Source: an optimization exercise on an open RTL-to-GDS flow (aim: small area, a short achievable clock period and few clock cycles). Production flows keep margins and buffers that such runs may drop. Where RTL was checked, it was by simulation tests only, not by an equivalence proof against the original. Power figures rest on the tool's default switching activity, not on a simulated workload.

==> 07-12: inputs <==
Design rv_pl, start of the top module:
module rv_pl(
    input  wire        clk,
    input  wire        rst_n,
    output wire [31:0] m_inst_axi_araddr,
    output wire        m_inst_axi_arvalid,
    input  wire        m_inst_axi_arready,
    input  wire [31:0] m_inst_axi_rdata,
    input  wire [1:0]  m_inst_axi_rresp,
    input  wire        m_inst_axi_rvalid,
    output wire        m_inst_axi_rready,
    output wire [2:0]  m_inst_axi_arprot,
    output wire [31:0] m_data_axi_awaddr,
    output wire        m_data_axi_awvalid,
    input  wire        m_data_axi_awready,
    output wire [31:0] m_data_axi_wdata,
    output wire [3:0]  m_data_axi_wstrb,
    output wire        m_data_axi_wvalid,
    input  wire        m_data_axi_wready,
    input  wire [1:0]  m_data_axi_bresp,
    input  wire        m_data_axi_bvalid,
    output wire        m_data_axi_bready,
    output wire [31:0] m_data_axi_araddr,
    output wire        m_data_axi_arvalid,
    input  wire        m_data_axi_arready,
    input  wire [31:0] m_data_axi_rdata,
    input  wire [1:0]  m_data_axi_rresp,
    input  wire        m_data_axi_rvalid,
    output wire        m_data_axi_rready,
    output wire [2:0]  m_data_axi_arprot,
    output wire [2:0]  m_data_axi_awprot,
    output reg         done
);
clock: 10.0 ns
lec_check: 0
cap_margin: 20
core_margin: 2
core_utilization: 55
cts_buf_list: sky130_fd_sc_hd__clkbuf_8
cts_cluster_size: 30
slew_margin: 20
standard.sh (not shown) runs the stock make flow with config.mk's settings and CLKGATE_MAP_FILE= SYNTH_SCRIPT=/design/flow/synth_recipe.tcl, a recipe that flattens the netlist after the stock synthesis.
==> flow/flow/run.sh <==
#!/bin/bash
# Layout with the standard flow, with timing repair aimed past the clock period.
set -euo pipefail
bash standard.sh SETUP_SLACK_MARGIN=6.2 finish > standard_finish.log 2>&1
==> inputs of 01-05, as changes to 07-12 <==
--- a/flow/design.v
+++ b/flow/design.v
@@ -49,31 +49,30 @@
     reg [31:1] bt_tag, bt_tgt;
     reg [31:0] d_pc;             
     reg [2:0]  skip_cnt;         
     reg        ev;
     reg [31:0] op_a, op_b, e_x;  
     reg [4:0]  e_rd;
     reg [4:0]  e_sh;             
-    reg        e_fa, e_fb, e_fx, e_fs;   
     reg        w_v;
     reg [4:0]  w_rd;
     reg [31:0] w_res;
     reg        e_sub, e_sra, e_shl, e_wr, e_lw, e_sw, e_beq;
     reg        e_add, e_shf, e_slt, e_sltu, e_xor, e_or, e_and;    
     reg        e_skip;           
     reg [2:0]  e_skipn;
     reg        d_arv, d_awv, d_wv;
     reg        ld_busy, st_busy;
     reg [31:0] d_addr, d_wdata;
     reg [4:0]  ld_rd;
     reg [31:0] rf [1:31];
-    wire [31:0] ea = e_fa ? w_res : op_a;
-    wire [31:0] eb = e_fb ? w_res : op_b;
-    wire [31:0] ex = e_fx ? w_res : e_x;
-    wire [4:0]  es = e_fs ? w_res[4:0] : e_sh;
+    wire [31:0] ea = op_a;
+    wire [31:0] eb = op_b;
+    wire [31:0] ex = e_x;
+    wire [4:0]  es = e_sh;
     wire [32:0] sum = {1'b0, ea} + {1'b0, eb ^ {32{e_sub}}} + {32'd0, e_sub};
     wire ltu = ~sum[32];
     wire lts = (ea[31] ^ eb[31]) ? ea[31] : sum[31];
     function [31:0] rev32(input [31:0] x);
         integer k;
         for (k = 0; k < 32; k = k + 1) rev32[k] = x[31-k];
     endfunction
@@ -213,15 +212,15 @@
                 reg [QD-1:0] q;
                 q = d_take ? (qpt >> 1) : qpt;
                 for (i = 0; i < QD; i = i + 1) if (!qv_s[i]) q[i] = out_pt[0];
                 qpt <= q;
             end
             if (e_redir) d_pc <= e_x;
             else if (d_take) d_pc <= d_next;
-            if (d_redir & d_jal) begin
+            if (dv & is_jal & ~qpt[0]) begin
                 bt_v   <= 1'b1;
                 bt_tag <= ar_tag(d_pc);
                 bt_tgt <= ar_tag(d_tgt);
             end
             if (redirect & pend_n) stale <= 1'b1;
             else if (hs_ar) stale <= 1'b0;
             if (e_redir & ~pend_n) ar_addr <= to_bus(e_x);
@@ -246,22 +245,18 @@
     wire [31:0] rv2 = fwdW2 ? wb_val : rf2;
     wire [31:0] a_src = is_jal ? d_pc4 : (is_lui ? 32'd0 : rv1);
     wire [31:0] b_src = uses_b ? rv2 : (is_sw ? imm_s : (is_lui ? imm_u : (is_jal ? 32'd0 : imm_i)));
     wire [31:0] x_src = is_sw ? rv2 : d_tgt;
     wire is_sh = (is_op | is_opi) & (f3[1:0] == 2'b01);
     always @(posedge clk) begin
         if (d_load) begin
-            op_a  <= a_src;
-            op_b  <= b_src;
-            e_x   <= x_src;
-            e_sh  <= is_sh ? b_src[4:0] : 5'd0;
-            e_fa  <= fwdE1 & ~is_jal & ~is_lui;
-            e_fb  <= fwdE2 & uses_b;
-            e_fx  <= fwdE2 & is_sw;
-            e_fs  <= fwdE2 & is_op & is_sh;
+            op_a  <= (fwdE1 & ~is_jal & ~is_lui) ? e_res : a_src;
+            op_b  <= (fwdE2 & uses_b) ? e_res : b_src;
+            e_x   <= (fwdE2 & is_sw) ? e_res : x_src;
+            e_sh  <= ~is_sh ? 5'd0 : ((fwdE2 & is_op) ? e_res[4:0] : b_src[4:0]);
             e_rd  <= ins[11:7];
             e_sub <= (is_op & ins[30] & (f3 == 3'd0)) | ((is_op | is_opi) & (f3[2:1] == 2'b01));
             e_sra <= ins[30];
             e_shl <= ~f3[2];
             e_add <= ~(is_op | is_opi) | (f3 == 3'd0);
             e_shf <= is_sh;
             e_slt <= (is_op | is_opi) & (f3 == 3'd2);
==> flow/flow/run.sh (replaced) <==
#!/bin/bash
# Layout with the standard flow: timing repair aimed past the clock period,
# and plain buf_2 cells (instead of the default weak delay cells) as port buffers.
set -euo pipefail
bash standard.sh SETUP_SLACK_MARGIN=6.4 "BUFFER_PORTS_ARGS=-buffer_cell sky130_fd_sc_hd__buf_2" finish > standard_finish.log 2>&1
==> flow/config.mk (replaced) <==
export PLATFORM = sky130hd
export DESIGN_NAME = rv_pl
export DESIGN_NICKNAME = rv_pl
export VERILOG_FILES = /design/flow/design.v
export SDC_FILE = /design/flow/constraint.sdc
export NUM_CORES = 8
export LEC_CHECK = 0
export CAP_MARGIN = 20
export CORE_MARGIN = 2
export CORE_UTILIZATION = 62
export CTS_BUF_LIST = sky130_fd_sc_hd__clkbuf_8
export CTS_CLUSTER_SIZE = 30
export SLEW_MARGIN = 20
==> comparison table <==
item	01-05	07-12
Number of antenna diodes	19	13
Worst-case vdd ir drop	0.000173 V	0.000169 V
Final Non-Filler Cells	8258	8402
Portion of netlist area occupied by mux cells	4.57%	5.58%
Combinational power	11.2 mW	10.0 mW
Run status	finished clean	finished clean
Data arrival at the endpoint of the critical path	4.68 ns	4.93 ns
Post-synthesis cell count	5994	5948
Combined buffer and inverter count along the critical path	3	5
Met3 wire length	63.9 mm	61.1 mm
Initial core utilization	62.2%	55.4%
Reported clock group power	5.29 mW	5.24 mW
Setup slack of the worst register-to-register path	6.06 ns	5.96 ns
Share of synthesized cell area in full adder, half adder and majority cells	2.47%	2.48%
Setup bufs post-CTS	232	207
Worst Reg2Reg Path Length in Cells	15	16
Clock network share of area	5.30%	5.27%
Wire length of the first global-routing pass	453 mm	470 mm
Placer's final routability congestion estimate	1.01	1.03
Resize count post-CTS	333	522
Synth top area share	53.9%	54.2%
Number of fillers in the final layout	7697	9906
Std cell rows	126	133
DIE WIDTH	348 um	368 um
Die Outline Area	0.121 sq mm	0.136 sq mm
Testbench counts of 07-12, summed over its fixed seeds: cycles 188,293.
Testbench counts of 01-05, summed over its fixed seeds: cycles 188,293.

========
==> wip/cedar: inputs <==
==> flow/design.v <==
module rv_pl(
    input  wire        clk,
    input  wire        rst_n,
    output wire [31:0] m_inst_axi_araddr,
    output wire        m_inst_axi_arvalid,
    input  wire        m_inst_axi_arready,
    input  wire [31:0] m_inst_axi_rdata,
    input  wire [1:0]  m_inst_axi_rresp,
    input  wire        m_inst_axi_rvalid,
    output wire        m_inst_axi_rready,
    output wire [2:0]  m_inst_axi_arprot,
    output wire [31:0] m_data_axi_awaddr,
    output wire        m_data_axi_awvalid,
    input  wire        m_data_axi_awready,
    output wire [31:0] m_data_axi_wdata,
    output wire [3:0]  m_data_axi_wstrb,
    output wire        m_data_axi_wvalid,
    input  wire        m_data_axi_wready,
    input  wire [1:0]  m_data_axi_bresp,
    input  wire        m_data_axi_bvalid,
    output wire        m_data_axi_bready,
    output wire [31:0] m_data_axi_araddr,
    output wire        m_data_axi_arvalid,
    input  wire        m_data_axi_arready,
    input  wire [31:0] m_data_axi_rdata,
    input  wire [1:0]  m_data_axi_rresp,
    input  wire        m_data_axi_rvalid,
    output wire        m_data_axi_rready,
    output wire [2:0]  m_data_axi_arprot,
    output wire [2:0]  m_data_axi_awprot,
    output reg         done
);
    localparam QD      = 3;      
    localparam MAXOUT  = 4;      
    localparam [2:0] SKIPMAX = 3'd4;
    function [31:0] to_bus(input [31:0] pc);
        to_bus = {pc[31] ^ pc[30], ~pc[30], pc[29:0]};
    endfunction
    reg        ar_v;             
    reg [31:0] ar_addr;          
    reg        stale;            
    reg [2:0]  out_cnt;          
    reg [2:0]  drop_cnt;         
    reg [MAXOUT-1:0] out_pt;     
    reg [31:0] qd [0:QD-1];      
    reg [QD-1:0] qv;             
    reg [QD-1:0] qpt;            
    reg        bt_v;             
    reg [31:1] bt_tag, bt_tgt;
    reg [31:0] d_pc;             
    reg [2:0]  skip_cnt;         
    reg        ev;
    reg [31:0] op_a, op_b, e_x;  
    reg [4:0]  e_rd;
    reg [4:0]  e_sh;             
    reg        w_v;
    reg [4:0]  w_rd;
    reg [31:0] w_res;
    reg        e_sub, e_sra, e_shl, e_wr, e_lw, e_sw, e_beq;
    reg        e_add, e_shf, e_slt, e_sltu, e_xor, e_or, e_and;    
    reg        e_skip;           
    reg [2:0]  e_skipn;
    reg        d_arv, d_awv, d_wv;
    reg        ld_busy, st_busy;
    reg [31:0] d_addr, d_wdata;
    reg [4:0]  ld_rd;
    reg [31:0] rf [1:31];
    wire [31:0] ea = op_a;
    wire [31:0] eb = op_b;
    wire [31:0] ex = e_x;
    wire [4:0]  es = e_sh;
    wire [32:0] sum = {1'b0, ea} + {1'b0, eb ^ {32{e_sub}}} + {32'd0, e_sub};
    wire ltu = ~sum[32];
    wire lts = (ea[31] ^ eb[31]) ? ea[31] : sum[31];
    function [31:0] rev32(input [31:0] x);
        integer k;
        for (k = 0; k < 32; k = k + 1) rev32[k] = x[31-k];
    endfunction
    wire [31:0] sh_in = e_shl ? rev32(ea) : ea;
    wire [32:0] sh_r  = $signed({e_sra & ea[31], sh_in}) >>> es;
    wire [31:0] e_res = ({32{e_add}} & sum[31:0])
                      | ({32{e_shf & ~e_shl}} & sh_r[31:0])
                      | ({32{e_shf & e_shl}} & rev32(sh_r[31:0]))
                      | {31'd0, (e_slt & lts) | (e_sltu & ltu)}
                      | ({32{e_xor}} & (ea ^ eb))
                      | ({32{e_or}} & (ea | eb))
                      | ({32{e_and}} & (ea & eb));
    wire e_mem   = e_lw | e_sw;
    wire mem_wait = (st_busy & ~m_data_axi_bvalid) | (ld_busy & ~m_data_axi_rvalid);
    wire e_block = ev & e_mem & mem_wait;      
    wire e_fire  = ev & ~e_block;
    wire e_taken = ev & e_beq & (ea == eb);
    wire e_redir = e_taken & ~e_skip;
    wire e_sk    = e_taken & e_skip;
    wire        ld_ret = ld_busy & m_data_axi_rvalid;
    wire        e_wb   = ev & e_wr;             
    wire        wb_en  = ld_busy ? m_data_axi_rvalid : w_v;
    wire [4:0]  wb_rd  = ld_busy ? ld_rd : w_rd;
    wire [31:0] wb_val = ld_busy ? m_data_axi_rdata : w_res;
    always @(posedge clk or negedge rst_n) begin
        if (!rst_n) w_v <= 1'b0;
        else w_v <= e_wb;
    end
    always @(posedge clk) begin
        if (e_wb) begin
            w_res <= e_res;
            w_rd  <= e_rd;
        end
    end
    always @(posedge clk) begin
        if (wb_en && wb_rd != 5'd0) rf[wb_rd] <= wb_val;
    end
    wire [31:0] ins = qd[0];
    wire        dv  = qv[0];
    wire [4:0]  opc = ins[6:2];
    wire is_lui = (opc == 5'b01101);
    wire is_jal = (opc == 5'b11011);
    wire is_beq = (opc == 5'b11000);
    wire is_lw  = (opc == 5'b00000);
    wire is_sw  = (opc == 5'b01000);
    wire is_opi = (opc == 5'b00100);
    wire is_op  = (opc == 5'b01100);
    wire [2:0] f3 = ins[14:12];
    wire [4:0] rs1 = ins[19:15];
    wire [4:0] rs2 = ins[24:20];
    wire sgn  = ins[31];
    wire zext = is_opi & f3[2] & (f3[1] | ~f3[0]);    
    wire [31:0] imm_i = {{20{sgn & ~zext}}, ins[31:20]};
    wire [31:0] imm_s = {{20{sgn}}, ins[31:25], ins[11:7]};
    wire [31:0] imm_b = {{20{sgn}}, ins[7], ins[30:25], ins[11:8], 1'b0};
    wire [31:0] imm_j = {{12{sgn}}, ins[19:12], ins[20], ins[30:21], 1'b0};
    wire [31:0] imm_u = {ins[31:12], 12'b0};
    reg [31:0] rf1, rf2;
    integer r;
    always @(*) begin
        rf1 = 32'd0;
        rf2 = 32'd0;
        for (r = 1; r < 32; r = r + 1) begin
            rf1 = rf1 | (rf[r] & {32{rs1 == r}});
            rf2 = rf2 | (rf[r] & {32{rs2 == r}});
        end
    end
    wire [31:0] d_pc4 = d_pc + 32'd4;
    wire [31:0] d_tgt = d_pc + (ins[2] ? imm_j : imm_b);
    wire d_mem   = is_lw | is_sw;
    wire d_dep   = ((rs1 == ld_rd) & (rs1 != 5'd0)) | (is_sw & (rs2 == ld_rd) & (rs2 != 5'd0));
    wire d_ok    = ~e_block & ~(ev & e_lw) & (~ld_busy | ld_ret | (d_mem & ~d_dep));
    wire squash  = (skip_cnt != 3'd0) | e_sk;
    wire d_load  = dv & d_ok;                            
    wire d_adv   = d_load & ~squash & ~e_redir;          
    wire d_sq    = dv & squash;                          
    wire d_take  = dv & (d_ok | squash);                 
    wire d_jal   = is_jal & ~squash;
    wire d_redir_raw = d_take & (d_jal ^ qpt[0]);
    wire d_redir = d_redir_raw & ~e_redir;
    wire [31:0] d_next = d_jal ? d_tgt : d_pc4;
    wire d_short = is_beq & ~sgn & (ins[30:25] == 6'd0) & ~ins[7] & ~ins[8]
                 & (ins[11:10] != 2'b00) & (ins[11:9] <= SKIPMAX);
    wire [2:0] skip_n = (e_sk ? e_skipn : skip_cnt) - {2'b0, d_sq};
    assign m_inst_axi_arvalid = ar_v;
    assign m_inst_axi_araddr  = ar_addr;
    assign m_inst_axi_arprot  = 3'b000;
    assign m_inst_axi_rready  = ~qv[QD-1];    
    wire redirect = e_redir | d_redir;
    wire hs_ar   = ar_v & m_inst_axi_arready;
    wire hs_r    = m_inst_axi_rvalid & ~qv[QD-1];
    wire dropped = hs_r & (drop_cnt != 3'd0);
    wire keep    = hs_r & (drop_cnt == 3'd0) & ~redirect;
    wire pend_n  = ar_v & ~m_inst_axi_arready;
    wire bt_hit  = bt_v & (bt_tag == ar_addr[31:1]);
    wire [2:0] out_n  = out_cnt + {2'b0, hs_ar} - {2'b0, hs_r};
    wire [2:0] drop_n = redirect ? out_n : (drop_cnt - {2'b0, dropped} + {2'b0, hs_ar & stale});
    wire issue  = ~pend_n & (({2'b0, out_cnt} + {4'b0, ar_v}) < MAXOUT);
    wire [QD-1:0] qv_s = d_take ? (qv >> 1) : qv;
    wire [QD-1:0] qv_n = redirect ? {QD{1'b0}} : (keep ? {qv_s[QD-2:0], 1'b1} : qv_s);
    integer i;
    always @(posedge clk) begin
        for (i = 0; i < QD; i = i + 1) begin
            if (d_take) begin
                if (i + 1 < QD && qv[(i + 1) % QD]) qd[i] <= qd[(i + 1) % QD];
                else qd[i] <= m_inst_axi_rdata;
            end else if (!qv[i]) begin
                qd[i] <= m_inst_axi_rdata;
            end
        end
    end
    always @(posedge clk or negedge rst_n) begin
        if (!rst_n) begin
            ar_v     <= 1'b0;
            ar_addr  <= 32'h4000_0000;
            stale    <= 1'b0;
            out_cnt  <= 3'd0;
            drop_cnt <= 3'd0;
            out_pt   <= {MAXOUT{1'b0}};
            qv       <= {QD{1'b0}};
            qpt      <= {QD{1'b0}};
            bt_v     <= 1'b0;
            d_pc     <= 32'd0;
            skip_cnt <= 3'd0;
        end else begin
            out_cnt  <= out_n;
            drop_cnt <= drop_n;
            qv       <= qv_n;
            skip_cnt <= skip_n;
            begin : optq
                reg [MAXOUT-1:0] o;
                o = hs_r ? (out_pt >> 1) : out_pt;
                if (hs_ar) o[out_cnt - {2'b0, hs_r}] = bt_hit & ~stale;
                out_pt <= o;
            end
            begin : qptq
                reg [QD-1:0] q;
                q = d_take ? (qpt >> 1) : qpt;
                for (i = 0; i < QD; i = i + 1) if (!qv_s[i]) q[i] = out_pt[0];
                qpt <= q;
            end
            if (e_redir) d_pc <= e_x;
            else if (d_take) d_pc <= d_next;
            if (dv & is_jal & ~qpt[0]) begin
                bt_v   <= 1'b1;
                bt_tag <= ar_tag(d_pc);
                bt_tgt <= ar_tag(d_tgt);
            end
            if (redirect & pend_n) stale <= 1'b1;
            else if (hs_ar) stale <= 1'b0;
            if (e_redir & ~pend_n) ar_addr <= to_bus(e_x);
            else if (d_redir_raw & ~pend_n) ar_addr <= to_bus(d_next);
            else if (hs_ar) ar_addr <= stale ? to_bus(d_pc) : (bt_hit ? {bt_tgt, 1'b0} : ar_addr + 32'd4);
            ar_v <= pend_n | issue;
        end
    end
    function [31:1] ar_tag(input [31:0] pc);
        reg [31:0] t;
        begin
            t = to_bus(pc);
            ar_tag = t[31:1];
        end
    endfunction
    wire uses_b = is_op | is_beq;
    wire fwdE1 = e_wb & (e_rd == rs1) & (rs1 != 5'd0);
    wire fwdE2 = e_wb & (e_rd == rs2) & (rs2 != 5'd0);
    wire fwdW1 = wb_en & (wb_rd == rs1) & (rs1 != 5'd0);
    wire fwdW2 = wb_en & (wb_rd == rs2) & (rs2 != 5'd0);
    wire [31:0] rv1 = fwdW1 ? wb_val : rf1;
    wire [31:0] rv2 = fwdW2 ? wb_val : rf2;
    wire [31:0] a_src = is_jal ? d_pc4 : (is_lui ? 32'd0 : rv1);
    wire [31:0] b_src = uses_b ? rv2 : (is_sw ? imm_s : (is_lui ? imm_u : (is_jal ? 32'd0 : imm_i)));
    wire [31:0] x_src = is_sw ? rv2 : d_tgt;
    wire is_sh = (is_op | is_opi) & (f3[1:0] == 2'b01);
    always @(posedge clk) begin
        if (d_load) begin
            op_a  <= (fwdE1 & ~is_jal & ~is_lui) ? e_res : a_src;
            op_b  <= (fwdE2 & uses_b) ? e_res : b_src;
            e_x   <= (fwdE2 & is_sw) ? e_res : x_src;
            e_sh  <= ~is_sh ? 5'd0 : ((fwdE2 & is_op) ? e_res[4:0] : b_src[4:0]);
            e_rd  <= ins[11:7];
            e_sub <= (is_op & ins[30] & (f3 == 3'd0)) | ((is_op | is_opi) & (f3[2:1] == 2'b01));
            e_sra <= ins[30];
            e_shl <= ~f3[2];
            e_add <= ~(is_op | is_opi) | (f3 == 3'd0);
            e_shf <= is_sh;
            e_slt <= (is_op | is_opi) & (f3 == 3'd2);
            e_sltu <= (is_op | is_opi) & (f3 == 3'd3);
            e_xor <= (is_op | is_opi) & (f3 == 3'd4);
            e_or  <= (is_op | is_opi) & (f3 == 3'd6);
            e_and <= (is_op | is_opi) & (f3 == 3'd7);
            e_wr  <= is_lui | is_jal | is_op | is_opi;
            e_lw  <= is_lw;
            e_sw  <= is_sw;
            e_beq <= is_beq;
            e_skip  <= d_short;
            e_skipn <= ins[11:9] - 3'd1;
        end
    end
    always @(posedge clk or negedge rst_n) begin
        if (!rst_n) ev <= 1'b0;
        else ev <= e_block | d_adv;
    end
    assign m_data_axi_araddr  = d_addr;
    assign m_data_axi_awaddr  = d_addr;
    assign m_data_axi_arvalid = d_arv;
    assign m_data_axi_awvalid = d_awv;
    assign m_data_axi_wvalid  = d_wv;
    assign m_data_axi_wdata   = d_wdata;
    assign m_data_axi_wstrb   = 4'b1111;
    assign m_data_axi_arprot  = 3'b000;
    assign m_data_axi_awprot  = 3'b000;
    assign m_data_axi_rready  = 1'b1;
    assign m_data_axi_bready  = 1'b1;
    always @(posedge clk) begin
        if (e_fire & e_mem) d_addr <= sum[31:0];
        if (e_fire & e_sw)  d_wdata <= ex;
        if (e_fire & e_lw)  ld_rd <= e_rd;
    end
    always @(posedge clk or negedge rst_n) begin
        if (!rst_n) begin
            d_arv   <= 1'b0;
            d_awv   <= 1'b0;
            d_wv    <= 1'b0;
            ld_busy <= 1'b0;
            st_busy <= 1'b0;
            done    <= 1'b0;
        end else begin
            if (m_data_axi_arready) d_arv <= 1'b0;
            if (m_data_axi_awready) d_awv <= 1'b0;
            if (m_data_axi_wready)  d_wv  <= 1'b0;
            if (m_data_axi_rvalid)  ld_busy <= 1'b0;
            if (m_data_axi_bvalid) begin
                st_busy <= 1'b0;
                if (st_busy && d_addr == 32'h42001FFC && d_wdata == 32'hDEADBEEF) done <= 1'b1;
            end
            if (e_fire & e_lw) begin
                d_arv   <= 1'b1;
                ld_busy <= 1'b1;
            end
            if (e_fire & e_sw) begin
                d_awv   <= 1'b1;
                d_wv    <= 1'b1;
                st_busy <= 1'b1;
            end
        end
    end
endmodule
==> flow/flow/run.sh <==
#!/bin/bash
# Layout with the standard flow, with timing repair aimed past the clock period.
set -euo pipefail
bash standard.sh SETUP_SLACK_MARGIN=6.5 finish > standard_finish.log 2>&1
==> flow/standard.sh <==
#!/bin/bash
# synth_recipe.tcl (not shown) runs the flow's synth.tcl, then flattens the netlist and writes it again
# the make line also repeats each setting of config.mk as NAME=value (left out here)
make -C /OpenROAD-flow-scripts/flow DESIGN_CONFIG=/design/flow/config.mk WORK_HOME=/design/flow/orfs CLKGATE_MAP_FILE= SYNTH_SCRIPT=/design/flow/synth_recipe.tcl "${@:-finish}"
==> flow/config.mk <==
export PLATFORM = sky130hd
export DESIGN_NAME = rv_pl
export DESIGN_NICKNAME = rv_pl
export VERILOG_FILES = /design/flow/design.v
export SDC_FILE = /design/flow/constraint.sdc
export NUM_CORES = 8
export LEC_CHECK = 0
export CAP_MARGIN = 20
export CORE_MARGIN = 2
export CORE_UTILIZATION = 58
export CTS_BUF_LIST = sky130_fd_sc_hd__clkbuf_8
export CTS_CLUSTER_SIZE = 30
export SLEW_MARGIN = 20
==> flow/constraint.sdc <==
create_clock -name core_clock -period 10.0 [get_ports {clk}]
set_input_delay 2.0000 -clock core_clock [delete_from_list [all_inputs] [get_ports {clk}]]
set_output_delay 2.0000 -clock core_clock [all_outputs]
set_load 0.01 [all_outputs]
==> inputs of wip/maple, as changes to wip/cedar <==
--- a/flow/design.v
+++ b/flow/design.v
@@ -53,9 +53,6 @@
     reg [31:0] op_a, op_b, e_x;  
     reg [4:0]  e_rd;
     reg [4:0]  e_sh;             
-    reg        w_v;
-    reg [4:0]  w_rd;
-    reg [31:0] w_res;
     reg        e_sub, e_sra, e_shl, e_wr, e_lw, e_sw, e_beq;
     reg        e_add, e_shf, e_slt, e_sltu, e_xor, e_or, e_and;    
     reg        e_skip;           
@@ -65,48 +62,58 @@
     reg [31:0] d_addr, d_wdata;
     reg [4:0]  ld_rd;
     reg [31:0] rf [1:31];
-    wire [31:0] ea = op_a;
-    wire [31:0] eb = op_b;
-    wire [31:0] ex = e_x;
-    wire [4:0]  es = e_sh;
-    wire [32:0] sum = {1'b0, ea} + {1'b0, eb ^ {32{e_sub}}} + {32'd0, e_sub};
+    function [32:0] padd(input [31:0] x, input [31:0] y, input cin);
+        reg [31:0] g, p, gg, pp, g2, p2;
+        integer i, k;
+        begin
+            g = x & y;
+            p = x ^ y;
+            gg = g;
+            pp = p;
+            gg[0] = g[0] | (p[0] & cin);
+            for (k = 1; k < 32; k = k * 2) begin
+                g2 = gg;
+                p2 = pp;
+                for (i = k; i < 32; i = i + 1) begin
+                    g2[i] = gg[i] | (pp[i] & gg[i-k]);
+                    p2[i] = pp[i] & pp[i-k];
+                end
+                gg = g2;
+                pp = p2;
+            end
+            padd[0] = p[0] ^ cin;
+            for (i = 1; i < 32; i = i + 1) padd[i] = p[i] ^ gg[i-1];
+            padd[32] = gg[31];
+        end
+    endfunction
+    wire [32:0] sum = padd(op_a, op_b, e_sub);
     wire ltu = ~sum[32];
-    wire lts = (ea[31] ^ eb[31]) ? ea[31] : sum[31];
+    wire lts = (op_a[31] ^ ~op_b[31]) ? op_a[31] : sum[31];
     function [31:0] rev32(input [31:0] x);
         integer k;
         for (k = 0; k < 32; k = k + 1) rev32[k] = x[31-k];
     endfunction
-    wire [31:0] sh_in = e_shl ? rev32(ea) : ea;
-    wire [32:0] sh_r  = $signed({e_sra & ea[31], sh_in}) >>> es;
+    wire [31:0] sh_in = e_shl ? rev32(op_a) : op_a;
+    wire [32:0] sh_r  = $signed({e_sra & op_a[31], sh_in}) >>> e_sh;
     wire [31:0] e_res = ({32{e_add}} & sum[31:0])
                       | ({32{e_shf & ~e_shl}} & sh_r[31:0])
                       | ({32{e_shf & e_shl}} & rev32(sh_r[31:0]))
                       | {31'd0, (e_slt & lts) | (e_sltu & ltu)}
-                      | ({32{e_xor}} & (ea ^ eb))
-                      | ({32{e_or}} & (ea | eb))
-                      | ({32{e_and}} & (ea & eb));
+                      | ({32{e_xor}} & (op_a ^ op_b))
+                      | ({32{e_or}} & (op_a | op_b))
+                      | ({32{e_and}} & (op_a & op_b));
     wire e_mem   = e_lw | e_sw;
     wire mem_wait = (st_busy & ~m_data_axi_bvalid) | (ld_busy & ~m_data_axi_rvalid);
     wire e_block = ev & e_mem & mem_wait;      
     wire e_fire  = ev & ~e_block;
-    wire e_taken = ev & e_beq & (ea == eb);
+    wire e_taken = ev & e_beq & (op_a == op_b);
     wire e_redir = e_taken & ~e_skip;
     wire e_sk    = e_taken & e_skip;
     wire        ld_ret = ld_busy & m_data_axi_rvalid;
     wire        e_wb   = ev & e_wr;             
-    wire        wb_en  = ld_busy ? m_data_axi_rvalid : w_v;
-    wire [4:0]  wb_rd  = ld_busy ? ld_rd : w_rd;
-    wire [31:0] wb_val = ld_busy ? m_data_axi_rdata : w_res;
-    always @(posedge clk or negedge rst_n) begin
-        if (!rst_n) w_v <= 1'b0;
-        else w_v <= e_wb;
-    end
-    always @(posedge clk) begin
-        if (e_wb) begin
-            w_res <= e_res;
-            w_rd  <= e_rd;
-        end
-    end
+    wire        wb_en  = ld_busy ? m_data_axi_rvalid : e_wb;
+    wire [4:0]  wb_rd  = ld_busy ? ld_rd : e_rd;
+    wire [31:0] wb_val = ld_busy ? m_data_axi_rdata : e_res;
     always @(posedge clk) begin
         if (wb_en && wb_rd != 5'd0) rf[wb_rd] <= wb_val;
     end
@@ -151,8 +158,7 @@
     wire d_sq    = dv & squash;                          
     wire d_take  = dv & (d_ok | squash);                 
     wire d_jal   = is_jal & ~squash;
-    wire d_redir_raw = d_take & (d_jal ^ qpt[0]);
-    wire d_redir = d_redir_raw & ~e_redir;
+    wire d_redir = d_take & ~e_redir & (d_jal ^ qpt[0]);
     wire [31:0] d_next = d_jal ? d_tgt : d_pc4;
     wire d_short = is_beq & ~sgn & (ins[30:25] == 6'd0) & ~ins[7] & ~ins[8]
                  & (ins[11:10] != 2'b00) & (ins[11:9] <= SKIPMAX);
@@ -162,6 +168,7 @@
     assign m_inst_axi_arprot  = 3'b000;
     assign m_inst_axi_rready  = ~qv[QD-1];    
     wire redirect = e_redir | d_redir;
+    wire [31:0] redir_pc = e_redir ? e_x : d_next;
     wire hs_ar   = ar_v & m_inst_axi_arready;
     wire hs_r    = m_inst_axi_rvalid & ~qv[QD-1];
     wire dropped = hs_r & (drop_cnt != 3'd0);
@@ -216,16 +223,18 @@
             end
             if (e_redir) d_pc <= e_x;
             else if (d_take) d_pc <= d_next;
-            if (dv & is_jal & ~qpt[0]) begin
+            if (d_redir & d_jal) begin
                 bt_v   <= 1'b1;
                 bt_tag <= ar_tag(d_pc);
                 bt_tgt <= ar_tag(d_tgt);
             end
             if (redirect & pend_n) stale <= 1'b1;
             else if (hs_ar) stale <= 1'b0;
-            if (e_redir & ~pend_n) ar_addr <= to_bus(e_x);
-            else if (d_redir_raw & ~pend_n) ar_addr <= to_bus(d_next);
-            else if (hs_ar) ar_addr <= stale ? to_bus(d_pc) : (bt_hit ? {bt_tgt, 1'b0} : ar_addr + 32'd4);
+            if (redirect) begin
+                if (!pend_n) ar_addr <= to_bus(redir_pc);
+            end else if (hs_ar) begin
+                ar_addr <= stale ? to_bus(d_pc) : (bt_hit ? {bt_tgt, 1'b0} : ar_addr + 32'd4);
+            end
             ar_v <= pend_n | issue;
         end
     end
@@ -237,24 +246,25 @@
         end
     endfunction
     wire uses_b = is_op | is_beq;
-    wire fwdE1 = e_wb & (e_rd == rs1) & (rs1 != 5'd0);
-    wire fwdE2 = e_wb & (e_rd == rs2) & (rs2 != 5'd0);
-    wire fwdW1 = wb_en & (wb_rd == rs1) & (rs1 != 5'd0);
-    wire fwdW2 = wb_en & (wb_rd == rs2) & (rs2 != 5'd0);
-    wire [31:0] rv1 = fwdW1 ? wb_val : rf1;
-    wire [31:0] rv2 = fwdW2 ? wb_val : rf2;
+    wire fwdE1 = ~ld_busy & e_wb & (e_rd == rs1) & (rs1 != 5'd0);
+    wire fwdE2 = ~ld_busy & e_wb & (e_rd == rs2) & (rs2 != 5'd0);
+    wire fwdL1 = ld_ret & (ld_rd == rs1) & (rs1 != 5'd0);
+    wire fwdL2 = ld_ret & (ld_rd == rs2) & (rs2 != 5'd0);
+    wire [31:0] rv1 = fwdL1 ? m_data_axi_rdata : rf1;
+    wire [31:0] rv2 = fwdL2 ? m_data_axi_rdata : rf2;
     wire [31:0] a_src = is_jal ? d_pc4 : (is_lui ? 32'd0 : rv1);
     wire [31:0] b_src = uses_b ? rv2 : (is_sw ? imm_s : (is_lui ? imm_u : (is_jal ? 32'd0 : imm_i)));
     wire [31:0] x_src = is_sw ? rv2 : d_tgt;
     wire is_sh = (is_op | is_opi) & (f3[1:0] == 2'b01);
+    wire d_sub = (is_op & ins[30] & (f3 == 3'd0)) | ((is_op | is_opi) & (f3[2:1] == 2'b01));
     always @(posedge clk) begin
         if (d_load) begin
             op_a  <= (fwdE1 & ~is_jal & ~is_lui) ? e_res : a_src;
-            op_b  <= (fwdE2 & uses_b) ? e_res : b_src;
+            op_b  <= ((fwdE2 & uses_b) ? e_res : b_src) ^ {32{d_sub}};
             e_x   <= (fwdE2 & is_sw) ? e_res : x_src;
             e_sh  <= ~is_sh ? 5'd0 : ((fwdE2 & is_op) ? e_res[4:0] : b_src[4:0]);
             e_rd  <= ins[11:7];
-            e_sub <= (is_op & ins[30] & (f3 == 3'd0)) | ((is_op | is_opi) & (f3[2:1] == 2'b01));
+            e_sub <= d_sub;
             e_sra <= ins[30];
             e_shl <= ~f3[2];
             e_add <= ~(is_op | is_opi) | (f3 == 3'd0);
@@ -289,7 +299,7 @@
     assign m_data_axi_bready  = 1'b1;
     always @(posedge clk) begin
         if (e_fire & e_mem) d_addr <= sum[31:0];
-        if (e_fire & e_sw)  d_wdata <= ex;
+        if (e_fire & e_sw)  d_wdata <= e_x;
         if (e_fire & e_lw)  ld_rd <= e_rd;
     end
     always @(posedge clk or negedge rst_n) begin
==> flow/flow/run.sh (replaced) <==
#!/bin/bash
# Layout with the standard flow, with timing repair aimed past the clock period.
set -euo pipefail
bash standard.sh SETUP_SLACK_MARGIN=6.0 finish > standard_finish.log 2>&1
Settings changed: CORE_UTILIZATION 58 to 40, CTS_BUF_LIST sky130_fd_sc_hd__clkbuf_8 to default, CTS_CLUSTER_SIZE 30 to default, SETUP_SLACK_MARGIN from default to 5.
==> out/metrics.sh <==
OUTCOME='finished clean'
MULTI_INPUT_LOGIC_PORTION_OF_THE_CELL_AREA_PCT=34.1
SYNTH-COMPOUND-AREA-SHARE_PCT=18.9
REGTOREGENDPOINT='op_a[0]'
POST_SYNTH_EDFFS=1277
RELSLEWSLACK_PCT=22.3
the above is filed under wip/maple

==> out/metrics.sh <==
OUTCOME='finished clean'
CLK_PATH_BUF_DEPTH=3
ANTENNA_CELLS=10
MULTI_INPUT_LOGIC_PORTION_OF_THE_CELL_AREA_PCT=34.7
SYNTH-ASYNC-RESET-RATIO_PCT=6.40
SYNTH-COMPOUND-AREA-SHARE_PCT=18.6
SYNTH_XOR_XNOR_AREA_SHARE_PCT=2.54
REGTOREGENDPOINT='op_a[24]'
LAYOUT.CLOCK_BUFFERS=232
RELSLEWSLACK_PCT=26.9
FINAL-SEQ-AREA_UM2=43100
GRT_MOST_USED_LAYER='met2'
POST_SYNTH_EDFFS=1314
the above is filed under wip/cedar

Testbench counts of wip/cedar, summed over its fixed seeds: cycles 188,293.
No functional check of the RTL was part of wip/maple.

-- afterwards: timing with drivers on the ports --
In the flow no input, the clock included, has a driving cell. The finished layouts below were timed again as built, in two steps.
Step 1 assumes that a clkbuf_16 drives the clock port and a buf_2 every other input.
Step 2, shift: input delay + t, output delay - t, t = (earliest + latest rising clock arrival at the registers) / 2. This alone moves slack from input paths to output paths.
Three values: no drivers, after step 1, after step 2; two values: the first two.
| run | t (ns) | slack for setup (ns) | worst setup path at the end | worst data-port slew with drivers (ns) |
|---|---|---|---|---|
| 07-12 | 1.075 | 5.957 / 5.957 / 4.962 | input to register | 0.09 |
| 01-05 | 1.083 | 6.056 / 6.056 / 5.073 | input to register | 0.08 |
| wip/cedar | 1.087 | 6.146 / 6.146 / 5.190 | input to register | 0.10 |
| wip/maple | 0.919 | 5.444 / 5.444 / 5.222 | input to register | 0.18 |
After both steps every run listed still meets setup and hold. For 07-12, which loses most, drivers alone change the setup slack by 0.000 ns; drivers and shift together by -0.995 ns.
